Context: an optimization exercise on an open-source flow, tuned for small area and a short achievable clock period. The choices shown serve that exercise and are no tape-out recipe. Only simulation tests tie the RTL to the original design; equivalence was not proved. Power figures rest on the tool's default switching activity, not on a simulated workload.

run A:
Design fast_float_mult, start of the top module:
module fast_float_mult(clk, rst, i_cip, i_vstart, i_vector_length, i_v0, i_v1, i_v2, i_v3,
                       i_v4, i_v5, i_v6, i_v7, i_sj, i_sk, o_busy, o_result);
For scale: ~950 flip-flops, ~730 I/O pins, roughly 78000 um^2 of cells after synthesis.
export LEC_CHECK = 0
export ABC_AREA = 1
export CAP_MARGIN = 20
export CORE_MARGIN = 2
export CORE_UTILIZATION = 40
export PLACE_DENSITY = 0.6
export SLEW_MARGIN = 20
export SYNTH_HIERARCHICAL = 1
export SYNTH_MINIMUM_KEEP_SIZE = 0
create_clock -name core_clock -period 11.0 [get_ports {clk}]
standard.sh (not shown) runs the stock make flow with config.mk's settings and CLKGATE_MAP_FILE= SYNTH_SCRIPT=/design/flow/synth_recipe.tcl, a recipe that flattens the netlist after the stock synthesis.
==> flow/flow/run.sh <==
#!/bin/bash
# The standard layout (the standard.sh, the same ORFS steps and scripts), with
# - ABC's area script mapping with amap (area-oriented mapper) instead of map:
#   ORFS's scripts are copied to scripts_amap/ here and only abc_area.script is
#   replaced by flow/abc_area.script (registers are mapped before ABC runs and
#   are not touched by it);
# - plain buffers (buf_1, resized by the repair steps like any other cell) on
#   the ports instead of the delay buffers buffer_ports picks by default.
# Each ORFS step logs to orfs/logs/; make's own output goes to make.log here.
set -euo pipefail
rm -rf scripts_amap
cp -r "$FLOW_HOME/scripts" scripts_amap
cp flow/abc_area.script scripts_amap/abc_area.script
bash standard.sh "SCRIPTS_DIR=$PWD/scripts_amap" SETUP_SLACK_MARGIN=7.5 \
  "BUFFER_PORTS_ARGS=-buffer_cell sky130_fd_sc_hd__buf_1" finish > make.log 2>&1
==> flow/flow/abc_area.script <==
strash
dch
amap
topo
stime -c
buffer -c
upsize -c
dnsize -c
Input changes introduced in run B (baseline for comparison: run A):
-- flow/flow/run.sh --
<<< run A, line 14
bash standard.sh "SCRIPTS_DIR=$PWD/scripts_amap" SETUP_SLACK_MARGIN=7.5 \
>>> run B, line 14
bash standard.sh "SCRIPTS_DIR=$PWD/scripts_amap" SETUP_SLACK_MARGIN=7.35 \
Results
Startpoint of the most critical setup path = i_v5[14]: run B; startpoint of the most critical setup path = ry[64]: run A. Run A → run B: post-layout worst setup margin fell 130 ps; non-clock buffer count fell 7.3%. Cmp run B vs run A: ratio of routed vias to standard cells lower in run B. [compare] base=run A new=run B: relative area of clock buffers and inverters in the final design comparable, number of iterations in the first detailed-routing pass picked up an extra 7.
The following lists how run C was set up differently from run B:
- CORE_UTILIZATION changed from 40 to 55
- PLACE_DENSITY changed from 0.6 to 0.7
-- flow/flow/run.sh --
<<< run B, line 14
bash standard.sh "SCRIPTS_DIR=$PWD/scripts_amap" SETUP_SLACK_MARGIN=7.35 \
>>> run C, line 14
bash standard.sh "SCRIPTS_DIR=$PWD/scripts_amap" SETUP_SLACK_MARGIN=7.6 \
Findings:
- Tool error GRT-0232 stopped run C during 5_1_grt; no final results.
- In the tables for run B and run C, height of the die reads higher with run B.
- Clock sink total: run C vs run B identical
- As far as post-synthesis share of cell area spent on xor and xnor gates goes, run C and run B are indistinguishable; the numbers are identical.
- Going from run B to run C, post-placement cell area lost 1.3%; maximum level of the CTS H-tree neither gained nor lost much; post-cts resize count picked up an extra 300%.
- Compared to run B, run C has number of post-CTS setup repair buffers 54 higher.
- The count of buffers from port buffering of run B and that of run C are within noise of each other.
> inputs changed (run C -> run D)
- CORE_UTILIZATION: 55 -> 40
- PLACE_DENSITY: 0.7 -> 0.6
==> flow/flow/run.sh <==
#!/bin/bash
# The standard layout (the standard.sh: unchanged synthesis and steps), with
# - plain buffers (buf_1, resized by the repair steps like any other cell) on the
#   ports instead of the delay buffers buffer_ports picks by default.
# Each ORFS step logs to orfs/logs/; make's own output goes to make.log here.
set -euo pipefail
bash standard.sh SETUP_SLACK_MARGIN=7.6 "BUFFER_PORTS_ARGS=-buffer_cell sky130_fd_sc_hd__buf_1" finish > make.log 2>&1
removed: flow/flow/abc_area.script
## What came out
Run D finished every step from synthesis to the final layout, and the layout passed the timing, DRC and antenna checks.
Run C: aborted in 5_1_grt (tool error)
Taking run D over run C, the routability-driven placement congestion ratio ratio works out to 0.929.
Cmp run C and run D / xor-xnor portion of the synthesized cell area / lower: run C
Of run D and run C, it is run D that has the higher mean instance size in the synthesized netlist.
As far as synthesized cell count is concerned, run D and run C perform about the same.
Number of buffers added by the clock tree synthesis step ended up 6 higher on run D than on run C.
Placed cell area (run D vs. run C) increases by a few percent
Looking at placed wire-length estimate after detailed placement across both flows, run D is the stronger of the two, with run C trailing.
The final reports for run D and run C show instance count after placement with tap cells included higher in the former.
## Diff of input files: run E against run D
- PLACE_DENSITY now 0.62, was 0.6
- CORE_UTILIZATION now 45, was 40
==> flow/flow/run.sh <==
#!/bin/bash
# The standard layout (the standard.sh, the same ORFS steps and scripts), with
# - ABC's area script mapping with amap (area-oriented mapper) instead of map:
#   ORFS's scripts are copied to scripts_amap/ here and only abc_area.script is
#   replaced by flow/abc_area.script (registers are mapped before ABC runs and
#   are not touched by it);
# - plain buffers (buf_1, resized by the repair steps like any other cell) on
#   the ports instead of the delay buffers buffer_ports picks by default.
# Each ORFS step logs to orfs/logs/; make's own output goes to make.log here.
set -euo pipefail
rm -rf scripts_amap
cp -r "$FLOW_HOME/scripts" scripts_amap
cp flow/abc_area.script scripts_amap/abc_area.script
bash standard.sh "SCRIPTS_DIR=$PWD/scripts_amap" SETUP_SLACK_MARGIN=7.5 \
  "BUFFER_PORTS_ARGS=-buffer_cell sky130_fd_sc_hd__buf_1" finish > make.log 2>&1
==> flow/flow/abc_area.script (new file) <==
strash
dch
amap
topo
stime -c
buffer -c
upsize -c
dnsize -c
Results
- Run D: PASS, flow complete, no timing, DRC or antenna violations
- The flow did not stop early for run E: all stages ran, and the layout cleared the timing, DRC and antenna checks.
- Changes observed in run E relative to run D: combined buffer and inverter count along the critical path closely matched the old numbers, maximum frequency increased by about 1.5% relative to the old numbers.
- Note that the internal cell power recorded for run D amounts to 1.17 times the value seen in run E.
- Higher well tap count among run E and run D: run D
- Compared with run D, run E shows a lower cell count.
- Synthesized cell count delta (run D -> run E): insignificant
- Re combinational fraction of design power: run E and run D aren't equal, and the lower value belongs to run E.
- Taking run D as the reference, in run E sequential share of layout area grew by 1.1 points; layout overhead on the synthesized area lower.

separate check: timing with driven ports:
How much do the figures lean on ideal ports? The routed layouts below were timed once more, with nothing changed but the port constraints.
Step 1 assumes that a clkbuf_16 drives the clock port and a buf_2 every other input.
Step 2 times the ports against the registers' clock, not the clock port: input delays grow and output delays shrink by t, the midpoint of the rising clock arrivals with the driver on.
a / b / c = ideal ports / drivers / drivers and shift; a / b = the first two.
run	shift t [ns]	slack for setup (ns)	slew at the worst register clock pin (ns)	pins driven straight from the clock port
run A	0.892	7.330 / 7.330 / 6.554	0.07 / 0.07	1
run B	0.875	7.202 / 7.279 / 6.406	0.07 / 0.07	1
run D	0.915	7.300 / 7.300 / 6.801	0.08 / 0.08	1
run E	0.891	7.354 / 7.354 / 6.624	0.08 / 0.08	1
After both steps setup and hold are still met in every run listed. For run B, which loses most, drivers alone change the setup slack by +0.077 ns; drivers and shift together by -0.796 ns.
